What follows belongs to an exercise in optimizing a design on an open flow for small area and a short achievable clock period; a production flow would make more cautious choices. In this exercise RTL edits were held to simulation tests only and were not proved equivalent to the original.

==> flow/design.v (outline; a module is shown in full before it is edited, if it fits) <==
// module fir_pipe_1: 862 lines
module fir_pipe_1(
    input clk,
    input reset_p,
    input [15:0]x,
    output [15:0]y
    );
  // ...
==> flow/run.sh <==
#!/bin/bash
# synth_recipe.tcl (not shown) runs the flow's synth.tcl, then flattens the netlist and writes it again
# the make line also repeats each setting of config.mk as NAME=value (left out here)
make -C /OpenROAD-flow-scripts/flow DESIGN_CONFIG=/design/flow/config.mk WORK_HOME=/design/flow/orfs CLKGATE_MAP_FILE= SYNTH_SCRIPT=/design/flow/synth_recipe.tcl finish
==> flow/config.mk <==
export PLATFORM = sky130hd
export DESIGN_NAME = fir_pipe_1
export DESIGN_NICKNAME = fir_pipe_1
export VERILOG_FILES = /design/flow/design.v
export SDC_FILE = /design/flow/constraint.sdc
export NUM_CORES = 4
export LEC_CHECK = 0
export CAP_MARGIN = 20
export CORE_MARGIN = 2
export CORE_UTILIZATION = 40
export SLEW_MARGIN = 20
==> flow/constraint.sdc <==
create_clock -name core_clock -period 10.0 [get_ports {clk}]
set_input_delay 2.0000 -clock core_clock [delete_from_list [all_inputs] [get_ports {clk}]]
set_output_delay 2.0000 -clock core_clock [all_outputs]
set_load 0.01 [all_outputs]
==> flow_metrics.py, run 1 <==
metrics = {
    "outcome": {
        "status": "complete, no violations",
    },
    "synthesis": {
        "synth_top_family_by_area": "adder cells",
        "synthesis.area_sq_um": 26900,
        "synth_fa_ha_area_frac": 0.343,
        "synth_area_leaders": "dfrtp_1 (40%), fa_1 (27%), ha_1 (7.3%)",
    },
    "global_routing": {
        "grt_usage": 0.181,
        "grt_pass1_wl_mm": 94.9,
        "grt_pass1_vias": 16322,
    },
    "critical_path": {
        "path_max_fanout": 4,
        "cp.required_ns": 10.47,
        "crit_end": "rr[51]",
        "rr_worst_depth": 10,
        "timing.rr.end": "rr[51]",
        "critPathCaptureType": "flop",
    },
    "sta": {
        "worst_slew_pin_slew_ns": 0.892,
    },
    "cells_and_area": {
        "multi_input_area_share": 0.416,
        "clkbuf_count": 66,
        "largest_cell_class": "multi-input combinational cells",
        "nFillCells": 6016,
    },
    "hold_path": {
        "hold_path_end": "d[15][9]",
        "hold_path.class": "flop to flop",
        "hold_depth": 0,
    },
    "floorplanning": {
        "tap_cells": 873,
        "num_rows": 95,
    },
    "clock_network": {
        "post-cts-setup-buffers": 0,
        "insertion_delay_ns": 0.63,
        "cts-buffers-inserted": 52,
        "cts-hold-fix-buffers": 0,
    },
    "routing": {
        "drtIter0Drc": 992,
        "post_drt_wl_per_cell_um": 19.6,
    },
    "place": {
        "placed_cells": 2979,
    },
}
==> run 2, diff against run 1 <==
--- a/flow/design.v
+++ b/flow/design.v
@@ -724,140 +724,140 @@
     wire fs687, fc688;
     assign {fc688, fs687} = {1'b0, fc624} + {1'b0, fs627} + {1'b0, fs629};
     wire fs689, fc690;
     assign {fc690, fs689} = {1'b0, fs631} + {1'b0, fs633} + {1'b0, fc628};
     wire fs691, fc692;
     assign {fc692, fs691} = {1'b0, d[15][14]} + {1'b0, fs635} + {1'b0, fc632};
     wire fs693, fc694;
     assign {fc694, fs693} = {1'b0, ~p4[16]} + {1'b0, ~d[15][15]};
-    reg [89:0] rr;
-    wire [89:0] rr_d = {fc694, fc636, fs693, fc692, fc634, fs691, fc690, fc630, fs689, fc688, fc626, fs687, fc686, fs625, fs685, fc684, fs621, fs683, fc682, fc614, fs681, fc680, fc610, fs679, fc678, fs609, fs677, fc676, fs605, fs675, fc674, fs601, fs673, fc672, fs597, fs671, fc670, fc590, fs669, fc668, fs589, fs667, fc666, fs585, fs665, fc664, fs581, fs663, fc662, fs577, fs661, fc660, fs573, fs659, fc658, fs569, fs657, fc656, fs565, fs655, fc654, fs561, fs653, fc652, fs557, fs651, fc650, fs553, fs649, fc648, fs549, fs647, fc646, fs545, fs645, fc644, fs541, fs643, fc642, fs537, fs641, fc640, fs533, fs639, fc638, ~d[15][0], p4[0], fs637, p2[0], ~p1[0]};
-    always @(posedge clk or posedge reset_p)
-        if (reset_p) rr <= 90'h2118e3cb6f190bca37a1195;
-        else rr <= rr_d;
     wire fs695, fc696;
-    assign {fc696, fs695} = {1'b0, 1'b1} + {1'b0, rr[2]};
+    assign {fc696, fs695} = {1'b0, p4[0]} + {1'b0, ~d[15][0]};
     wire fs697, fc698;
-    assign {fc698, fs697} = {1'b0, 1'b1} + {1'b0, rr[5]} + {1'b0, rr[6]};
+    assign {fc698, fs697} = {1'b0, fc638} + {1'b0, fs639} + {1'b0, fs533};
     wire fs699, fc700;
-    assign {fc700, fs699} = {1'b0, 1'b1} + {1'b0, rr[8]} + {1'b0, rr[9]};
+    assign {fc700, fs699} = {1'b0, fc640} + {1'b0, fs537} + {1'b0, fs641};
     wire fs701, fc702;
-    assign {fc702, fs701} = {1'b0, 1'b1} + {1'b0, rr[11]} + {1'b0, rr[12]};
+    assign {fc702, fs701} = {1'b0, fc642} + {1'b0, fs541} + {1'b0, fs643};
     wire fs703, fc704;
-    assign {fc704, fs703} = {1'b0, rr[14]} + {1'b0, rr[15]};
+    assign {fc704, fs703} = {1'b0, fc644} + {1'b0, fs645} + {1'b0, fs545};
     wire fs705, fc706;
-    assign {fc706, fs705} = {1'b0, 1'b1} + {1'b0, rr[17]} + {1'b0, rr[18]};
+    assign {fc706, fs705} = {1'b0, fc646} + {1'b0, fs549} + {1'b0, fs647};
     wire fs707, fc708;
-    assign {fc708, fs707} = {1'b0, 1'b1} + {1'b0, rr[20]} + {1'b0, rr[21]};
+    assign {fc708, fs707} = {1'b0, fs553} + {1'b0, fc648} + {1'b0, fs649};
     wire fs709, fc710;
-    assign {fc710, fs709} = {1'b0, 1'b1} + {1'b0, rr[23]} + {1'b0, rr[24]};
+    assign {fc710, fs709} = {1'b0, fc650} + {1'b0, fs557} + {1'b0, fs651};
     wire fs711, fc712;
-    assign {fc712, fs711} = {1'b0, 1'b1} + {1'b0, rr[26]} + {1'b0, rr[27]};
+    assign {fc712, fs711} = {1'b0, fs561} + {1'b0, fc652} + {1'b0, fs653};
     wire fs713, fc714;
-    assign {fc714, fs713} = {1'b0, rr[29]} + {1'b0, rr[30]};
+    assign {fc714, fs713} = {1'b0, fs565} + {1'b0, fc654} + {1'b0, fs655};
     wire fs715, fc716;
-    assign {fc716, fs715} = {1'b0, 1'b1} + {1'b0, rr[32]} + {1'b0, rr[33]};
+    assign {fc716, fs715} = {1'b0, fs569} + {1'b0, fc656} + {1'b0, fs657};
     wire fs717, fc718;
-    assign {fc718, fs717} = {1'b0, 1'b1} + {1'b0, rr[35]} + {1'b0, rr[36]};
+    assign {fc718, fs717} = {1'b0, fc658} + {1'b0, fs573} + {1'b0, fs659};
     wire fs719, fc720;
-    assign {fc720, fs719} = {1'b0, rr[38]} + {1'b0, rr[39]};
+    assign {fc720, fs719} = {1'b0, fc660} + {1'b0, fs577} + {1'b0, fs661};
     wire fs721, fc722;
-    assign {fc722, fs721} = {1'b0, rr[41]} + {1'b0, rr[42]};
+    assign {fc722, fs721} = {1'b0, fs581} + {1'b0, fc662} + {1'b0, fs663};
     wire fs723, fc724;
-    assign {fc724, fs723} = {1'b0, rr[44]} + {1'b0, rr[45]};
+    assign {fc724, fs723} = {1'b0, fs585} + {1'b0, fc664} + {1'b0, fs665};
     wire fs725, fc726;
-    assign {fc726, fs725} = {1'b0, 1'b1} + {1'b0, rr[47]} + {1'b0, rr[48]};
+    assign {fc726, fs725} = {1'b0, fs589} + {1'b0, fc666} + {1'b0, fs667};
     wire fs727, fc728;
-    assign {fc728, fs727} = {1'b0, 1'b1} + {1'b0, rr[50]} + {1'b0, rr[51]};
+    assign {fc728, fs727} = {1'b0, fc590} + {1'b0, fc668} + {1'b0, fs669};
     wire fs729, fc730;
-    assign {fc730, fs729} = {1'b0, 1'b1} + {1'b0, rr[53]} + {1'b0, rr[54]};
+    assign {fc730, fs729} = {1'b0, fs597} + {1'b0, fc670} + {1'b0, fs671};
     wire fs731, fc732;
-    assign {fc732, fs731} = {1'b0, 1'b1} + {1'b0, rr[56]} + {1'b0, rr[57]};
+    assign {fc732, fs731} = {1'b0, fs601} + {1'b0, fc672} + {1'b0, fs673};
     wire fs733, fc734;
-    assign {fc734, fs733} = {1'b0, 1'b1} + {1'b0, rr[59]} + {1'b0, rr[60]};
+    assign {fc734, fs733} = {1'b0, fs605} + {1'b0, fc674} + {1'b0, fs675};
     wire fs735, fc736;
-    assign {fc736, fs735} = {1'b0, rr[62]} + {1'b0, rr[63]};
+    assign {fc736, fs735} = {1'b0, fs609} + {1'b0, fc676} + {1'b0, fs677};
     wire fs737, fc738;
-    assign {fc738, fs737} = {1'b0, rr[65]} + {1'b0, rr[66]};
+    assign {fc738, fs737} = {1'b0, fc610} + {1'b0, fs679} + {1'b0, fc678};
     wire fs739, fc740;
-    assign {fc740, fs739} = {1'b0, rr[68]} + {1'b0, rr[69]};
+    assign {fc740, fs739} = {1'b0, fc614} + {1'b0, fs681} + {1'b0, fc680};
     wire fs741, fc742;
-    assign {fc742, fs741} = {1'b0, 1'b1} + {1'b0, rr[71]} + {1'b0, rr[72]};
+    assign {fc742, fs741} = {1'b0, fs621} + {1'b0, fc682} + {1'b0, fs683};
     wire fs743, fc744;
-    assign {fc744, fs743} = {1'b0, rr[74]} + {1'b0, rr[75]};
+    assign {fc744, fs743} = {1'b0, fs625} + {1'b0, fc684} + {1'b0, fs685};
     wire fs745, fc746;
-    assign {fc746, fs745} = {1'b0, 1'b1} + {1'b0, rr[77]} + {1'b0, rr[78]};
+    assign {fc746, fs745} = {1'b0, fs687} + {1'b0, fc626} + {1'b0, fc686};
     wire fs747, fc748;
-    assign {fc748, fs747} = {1'b0, 1'b1} + {1'b0, rr[80]} + {1'b0, rr[81]};
+    assign {fc748, fs747} = {1'b0, fc630} + {1'b0, fs689} + {1'b0, fc688};
     wire fs749, fc750;
-    assign {fc750, fs749} = {1'b0, 1'b1} + {1'b0, rr[83]} + {1'b0, rr[84]};
+    assign {fc750, fs749} = {1'b0, fc634} + {1'b0, fs691} + {1'b0, fc690};
     wire fs751, fc752;
-    assign {fc752, fs751} = {1'b0, rr[86]} + {1'b0, rr[87]};
+    assign {fc752, fs751} = {1'b0, fs693} + {1'b0, fc636} + {1'b0, fc692};
+    reg [61:0] rr;
+    wire [61:0] rr_d = {fc694, fc752, fs751, fc750, fs749, fc748, fs747, fc746, fs745, fc744, fs743, fc742, fs741, fc740, fs739, fc738, fs737, fc736, fs735, fc734, fs733, fc732, fs731, fc730, fs729, fc728, fs727, fc726, fs725, fc724, fs723, fc722, fs721, fc720, fs719, fc718, fs717, fc716, fs715, fc714, fs713, fc712, fs711, fc710, fs709, fc708, fs707, fc706, fs705, fc704, fs703, fc702, fs701, fc700, fs699, fc698, fs697, fc696, fs637, fs695, p2[0], ~p1[0]};
+    always @(posedge clk or posedge reset_p)
+        if (reset_p) rr <= 62'h22b34d6c8ec5c2ad;
+        else rr <= rr_d;
     wire fs753, fc754;
     assign {fc754, fs753} = {1'b0, 1'b1} + {1'b0, rr[0]};
     wire fs755, fc756;
-    assign {fc756, fs755} = {1'b0, rr[3]} + {1'b0, rr[4]} + {1'b0, fs695};
+    assign {fc756, fs755} = {1'b0, 1'b1} + {1'b0, rr[2]} + {1'b0, rr[3]};
     wire fs757, fc758;
-    assign {fc758, fs757} = {1'b0, rr[7]} + {1'b0, fc696} + {1'b0, fs697};
+    assign {fc758, fs757} = {1'b0, 1'b1} + {1'b0, rr[4]} + {1'b0, rr[5]};
     wire fs759, fc760;
-    assign {fc760, fs759} = {1'b0, rr[10]} + {1'b0, fc698} + {1'b0, fs699};
+    assign {fc760, fs759} = {1'b0, 1'b1} + {1'b0, rr[6]} + {1'b0, rr[7]};
     wire fs761, fc762;
-    assign {fc762, fs761} = {1'b0, rr[13]} + {1'b0, fc700} + {1'b0, fs701};
+    assign {fc762, fs761} = {1'b0, 1'b1} + {1'b0, rr[8]} + {1'b0, rr[9]};
     wire fs763, fc764;
-    assign {fc764, fs763} = {1'b0, rr[16]} + {1'b0, fs703} + {1'b0, fc702};
+    assign {fc764, fs763} = {1'b0, rr[10]} + {1'b0, rr[11]};
     wire fs765, fc766;
-    assign {fc766, fs765} = {1'b0, rr[19]} + {1'b0, fc704} + {1'b0, fs705};
+    assign {fc766, fs765} = {1'b0, 1'b1} + {1'b0, rr[12]} + {1'b0, rr[13]};
     wire fs767, fc768;
-    assign {fc768, fs767} = {1'b0, rr[22]} + {1'b0, fc706} + {1'b0, fs707};
+    assign {fc768, fs767} = {1'b0, 1'b1} + {1'b0, rr[14]} + {1'b0, rr[15]};
     wire fs769, fc770;
-    assign {fc770, fs769} = {1'b0, rr[25]} + {1'b0, fc708} + {1'b0, fs709};
+    assign {fc770, fs769} = {1'b0, 1'b1} + {1'b0, rr[16]} + {1'b0, rr[17]};
     wire fs771, fc772;
-    assign {fc772, fs771} = {1'b0, rr[28]} + {1'b0, fc710} + {1'b0, fs711};
+    assign {fc772, fs771} = {1'b0, 1'b1} + {1'b0, rr[18]} + {1'b0, rr[19]};
     wire fs773, fc774;
-    assign {fc774, fs773} = {1'b0, rr[31]} + {1'b0, fs713} + {1'b0, fc712};
+    assign {fc774, fs773} = {1'b0, rr[20]} + {1'b0, rr[21]};
     wire fs775, fc776;
-    assign {fc776, fs775} = {1'b0, rr[34]} + {1'b0, fc714} + {1'b0, fs715};
+    assign {fc776, fs775} = {1'b0, 1'b1} + {1'b0, rr[22]} + {1'b0, rr[23]};
     wire fs777, fc778;
-    assign {fc778, fs777} = {1'b0, rr[37]} + {1'b0, fc716} + {1'b0, fs717};
+    assign {fc778, fs777} = {1'b0, 1'b1} + {1'b0, rr[24]} + {1'b0, rr[25]};
     wire fs779, fc780;
-    assign {fc780, fs779} = {1'b0, rr[40]} + {1'b0, fs719} + {1'b0, fc718};
+    assign {fc780, fs779} = {1'b0, rr[26]} + {1'b0, rr[27]};
     wire fs781, fc782;
-    assign {fc782, fs781} = {1'b0, rr[43]} + {1'b0, fc720} + {1'b0, fs721};
+    assign {fc782, fs781} = {1'b0, rr[28]} + {1'b0, rr[29]};
     wire fs783, fc784;
-    assign {fc784, fs783} = {1'b0, rr[46]} + {1'b0, fc722} + {1'b0, fs723};
+    assign {fc784, fs783} = {1'b0, rr[30]} + {1'b0, rr[31]};
     wire fs785, fc786;
-    assign {fc786, fs785} = {1'b0, rr[49]} + {1'b0, fc724} + {1'b0, fs725};
+    assign {fc786, fs785} = {1'b0, 1'b1} + {1'b0, rr[32]} + {1'b0, rr[33]};
     wire fs787, fc788;
-    assign {fc788, fs787} = {1'b0, rr[52]} + {1'b0, fc726} + {1'b0, fs727};
+    assign {fc788, fs787} = {1'b0, 1'b1} + {1'b0, rr[34]} + {1'b0, rr[35]};
     wire fs789, fc790;
-    assign {fc790, fs789} = {1'b0, rr[55]} + {1'b0, fc728} + {1'b0, fs729};
+    assign {fc790, fs789} = {1'b0, 1'b1} + {1'b0, rr[36]} + {1'b0, rr[37]};
     wire fs791, fc792;
-    assign {fc792, fs791} = {1'b0, rr[58]} + {1'b0, fc730} + {1'b0, fs731};
+    assign {fc792, fs791} = {1'b0, 1'b1} + {1'b0, rr[38]} + {1'b0, rr[39]};
     wire fs793, fc794;
-    assign {fc794, fs793} = {1'b0, rr[61]} + {1'b0, fc732} + {1'b0, fs733};
+    assign {fc794, fs793} = {1'b0, 1'b1} + {1'b0, rr[40]} + {1'b0, rr[41]};
     wire fs795, fc796;
-    assign {fc796, fs795} = {1'b0, rr[64]} + {1'b0, fs735} + {1'b0, fc734};
+    assign {fc796, fs795} = {1'b0, rr[42]} + {1'b0, rr[43]};
     wire fs797, fc798;
-    assign {fc798, fs797} = {1'b0, rr[67]} + {1'b0, fc736} + {1'b0, fs737};
+    assign {fc798, fs797} = {1'b0, rr[44]} + {1'b0, rr[45]};
     wire fs799, fc800;
-    assign {fc800, fs799} = {1'b0, rr[70]} + {1'b0, fc738} + {1'b0, fs739};
+    assign {fc800, fs799} = {1'b0, rr[46]} + {1'b0, rr[47]};
     wire fs801, fc802;
-    assign {fc802, fs801} = {1'b0, rr[73]} + {1'b0, fc740} + {1'b0, fs741};
+    assign {fc802, fs801} = {1'b0, 1'b1} + {1'b0, rr[48]} + {1'b0, rr[49]};
     wire fs803, fc804;
-    assign {fc804, fs803} = {1'b0, rr[76]} + {1'b0, fs743} + {1'b0, fc742};
+    assign {fc804, fs803} = {1'b0, rr[50]} + {1'b0, rr[51]};
     wire fs805, fc806;
-    assign {fc806, fs805} = {1'b0, rr[79]} + {1'b0, fc744} + {1'b0, fs745};
+    assign {fc806, fs805} = {1'b0, 1'b1} + {1'b0, rr[52]} + {1'b0, rr[53]};
     wire fs807, fc808;
-    assign {fc808, fs807} = {1'b0, rr[82]} + {1'b0, fc746} + {1'b0, fs747};
+    assign {fc808, fs807} = {1'b0, 1'b1} + {1'b0, rr[54]} + {1'b0, rr[55]};
     wire fs809, fc810;
-    assign {fc810, fs809} = {1'b0, rr[85]} + {1'b0, fc748} + {1'b0, fs749};
+    assign {fc810, fs809} = {1'b0, 1'b1} + {1'b0, rr[56]} + {1'b0, rr[57]};
     wire fs811, fc812;
-    assign {fc812, fs811} = {1'b0, rr[88]} + {1'b0, fs751} + {1'b0, fc750};
+    assign {fc812, fs811} = {1'b0, rr[58]} + {1'b0, rr[59]};
     wire fs813, fc814;
-    assign {fc814, fs813} = {1'b0, rr[89]} + {1'b0, fc752};
+    assign {fc814, fs813} = {1'b0, rr[60]} + {1'b0, rr[61]};
     wire [31:0] fa_ = {fc814, fc812, fc810, fc808, fc806, fc804, fc802, fc800, fc798, fc796, fc794, fc792, fc790, fc788, fc786, fc784, fc782, fc780, fc778, fc776, fc774, fc772, fc770, fc768, fc766, fc764, fc762, fc760, fc758, fc756, fc754, fs753};
     wire [31:0] fb_ = {1'b1, fs813, fs811, fs809, fs807, fs805, fs803, fs801, fs799, fs797, fs795, fs793, fs791, fs789, fs787, fs785, fs783, fs781, fs779, fs777, fs775, fs773, fs771, fs769, fs767, fs765, fs763, fs761, fs759, fs757, fs755, rr[1]};
     wire [31:0] acc = fa_ + fb_;
     reg [15:0] y_r;
     always @(posedge clk) y_r <= acc[31:16];
     assign y = y_r;
 endmodule
==> run 2 against run 1 <==
  * Synthesized cell count down 6.9%
  * Clock skew decreased by 0.0048 ns
  * Clock-buffer cell count rose by 1
  * Non-clock buffer count is the same
  * Critical endpoint is now rr[33]
  * Still clean
  * Sequential share of layout area decreased by 0.46 points
  * Final area down 4.7%
==> flow_metrics.py, run 2 <==
metrics = {
    "floorplanning": {
        "die_w_um": 257,
        "die_area_sq_um": 66200,
        "pin_count": 34,
        "num_rows": 92,
        "initial_core_util": 0.406,
        "coreArea_sq_um": 63200,
        "die_y_um": 257,
    },
    "cells_and_area": {
        "largestRegisters": "d x304, rr x62",
        "layout_commonest_cell": "inv_1",
        "largest_reg_flops": 304,
        "antennaDiodeCount": 0,
        "nFillCells": 5627,
        "fin_nets": 2557,
        "areaGrowthSynthToFinish_pct": 12.6,
        "top_register": "d",
        "drive_gt1_frac": 0.0637,
        "final_cell_mix": "inv_1 (457), dfrtp_1 (420), fa_1 (362), ha_1 (159), a21oi_1 (72)",
    },
    "synthesis": {
        "synth_flop_cell": "dfrtp_1",
        "synth_top_cell_by_area": "dfrtp_1",
        "synth_common_cells": "inv_1 (458), dfrtp_1 (420), fa_1 (362)",
        "syn_inst": 1931,
        "synth-seq-cells": 467,
        "synthesis.area_sq_um": 25700,
        "synth_nets": 2470,
        "synth.most_common_cell": "inv_1",
        "ys_types": 56,
        "synth-seq-area-share": 0.454,
        "synth_area_leaders": "dfrtp_1 (41%), fa_1 (28%), ha_1 (7.8%)",
        "async_reset_ff_frac": 0.966,
        "synth-edff-count": 0,
        "synth.avg_cell_area_sq_um": 13.3,
        "ys_warn_count": 2,
        "yosysTopAreaCellShare": 0.410,
    },
    "sta": {
        "fin_tns_setup_ns": 0,
        "min_period_ns": 4.33,
        "finalHoldViolCount": 0,
        "rsz0062_at_grt": "false",
        "slew_viol_final": 0,
        "finalSetupViolCount": 0,
        "holdWs_ns": 0.340,
        "skew_ns": 0.0305,
        "fmax_mhz": 231,
        "post-route-period-util": 0.433,
        "max-slew-margin-rel": 0.429,
        "worst_slew_pin_slew_ns": 0.835,
    },
    "routing": {
        "num_vias": 13613,
        "viasPerCell": 4.69,
        "drc": 0,
        "wl_mm": 56.8,
        "first_pass_iters": 5,
        "post_drt_wl_per_cell_um": 19.6,
        "detail-route-antenna-nets": 0,
        "drtIter0Drc": 742,
    },
    "critical_path": {
        "cp-start-kind": "flop",
        "path_max_fanout": 3,
        "cp.required_ns": 10.48,
        "critPathMaxStageDelay_ns": 0.58,
        "timing.rr.start": "p1[7]",
        "cp.arrival_ns": 4.82,
        "r2r_setup_slack_ns": 5.67,
        "timing_worst_setup_path_type": "flop to flop",
        "critPathCaptureType": "flop",
        "worst_path_most_repeated_cell": "fa_1",
        "crit_chain": "inv_1 -> fa_1 -> fa_1 -> fa_1 -> fa_1 -> fa_1 -> fa_1 -> fa_1 -> inv_1",
        "crit_slowest_cell": "fa_1",
        "timing.rr.end": "rr[33]",
        "rr_worst_depth": 9,
    },
    "global_routing": {
        "grt_overflow_total": 0,
        "antenna_found_initial": 0,
        "grt_pass1_vias": 15236,
        "grt_max_degree": 195,
        "grt_usage": 0.181,
        "grt_pass1_wl_mm": 89.5,
    },
    "run": {
        "cap_violations": 0,
    },
    "place": {
        "port_buffers": 33,
        "dpl.hpwl_mm": 46.5,
        "gp_congestion": 0.909,
    },
    "clock_network": {
        "clk_pin_slew_ns": 0.06,
        "cts-buffers-inserted": 49,
        "clock-root-buffer": "clkbuf_16",
        "post-cts-setup-buffers": 0,
        "cts.path.max_buffers": 3,
        "cts_tree": "yes",
        "insertion_delay_ns": 0.61,
        "htreeDepth": 2,
        "cts-hold-fix-buffers": 0,
        "post_cts_resize_count": 0,
        "cts.sinks": 467,
    },
    "hold_path": {
        "worstHoldStart": "d[4][9]",
        "hold_path.class": "flop to flop",
        "hold_depth": 0,
        "hold_path_end": "d[5][9]",
    },
    "outcome": {
        "status": "complete, no violations",
    },
}
## run 2: changes by cell type after synthesis, sizes merged, moves of 12 or more
cell / delta
inv: -61
dfstp: -12
dfrtp: -16
nor3: -15
a21o: +18
nand2: -12
## run 2: metal layers
layer / track usage / share of wire / up-vias
li1: - / - / 6118
met1: 0.259 / 0.47 / 7128
met2: 0.291 / 0.47 / 284
met3: 0.0264 / 0.040 / 83
met4: 0.0438 / 0.022 / 0
met5: 0 / 0 / -
## run 2: kinds of logic (layout without fill, tap and decap cells)
kind of cell,after synthesis,in the layout,synth area share
AOI/OAI and AO/OA,232,232,0.0585
xor gates and xnor gates,74,74,0.0253
adders and majority gates,521,521,0.360
buffers and inverters,461,586,0.0674
DFF,467,467,0.454
muxes,3,3,0.00122
and+or+nand+nor,173,173,0.0338
## run 2: worst max path at each step
stage | endpoint | cells past startpoint | start
6_report | rr[33] | 9 | p1[7]
5_1_grt | rr[33] | 9 | p1[7]
4_1_cts | rr[33] | 9 | p1[7]
3_5_place_dp | d[12][14] | 4 | reset_p
3_3_place_gp | d[12][14] | 4 | reset_p
2_1_floorplan | d[10][0] | 1 | reset_p
## run 2: area by class of cell
cell class,count,area [sq um],area share
Tap cell,846,1060,0.0366
Clock inverter,22,405,0.0140
Timing Repair Buffer,39,408,0.0141
Clock buffer,67,1370,0.0475
Multi-Input combinational cell,1003,12300,0.425
Inverter,458,1720,0.0596
Sequential cell,467,11600,0.403
## run 2: critical path: cells and delay by family, from the launching register on
kind       cells  cell delay, ns
flops          1            0.49
buf+inv        2            0.23
fa+ha+maj      7            3.49
## run 2: metrics by stage
step           std cells   util  setup WS (ns)  area [sq um]
2_1_floorplan       1931      -           1.93         25700
3_3_place_gp        2812  0.429           5.45         27100
3_5_place_dp        2812  0.429           5.35         27100
4_1_cts             2901  0.457           5.64         28900
5_1_grt             2902  0.457           5.52         28900
6_report            2902  0.457           5.67         28900

[separate check: timing with driven ports]
In the flow no input, the clock included, has a driving cell. The finished layouts below were timed again as built, in two steps. Step 1 assumes that a clkbuf_16 drives the clock port and a buf_2 every other input. Step 2 moves the port delays by t, midway between the first and last clock arrival at a register: inputs arrive t later, outputs are due t later. That takes back most of the time a late clock gives input paths. Three values: no drivers, after step 1, after step 2; two values: the first two.
run | shift t [ns] | slack for setup (ns) | latest minus earliest clock arrival (ns)
run 1 | 0.667 | 5.992 / 5.992 / 5.910 | 0.037 / 0.037
run 2 | 0.653 | 5.666 / 5.666 / 5.476 | 0.031 / 0.032
After both steps setup and hold are still met in every run listed. For run 2, which loses most, drivers alone change the setup slack by 0.000 ns; drivers and shift together by -0.190 ns. Setup slack includes reset recovery checks.
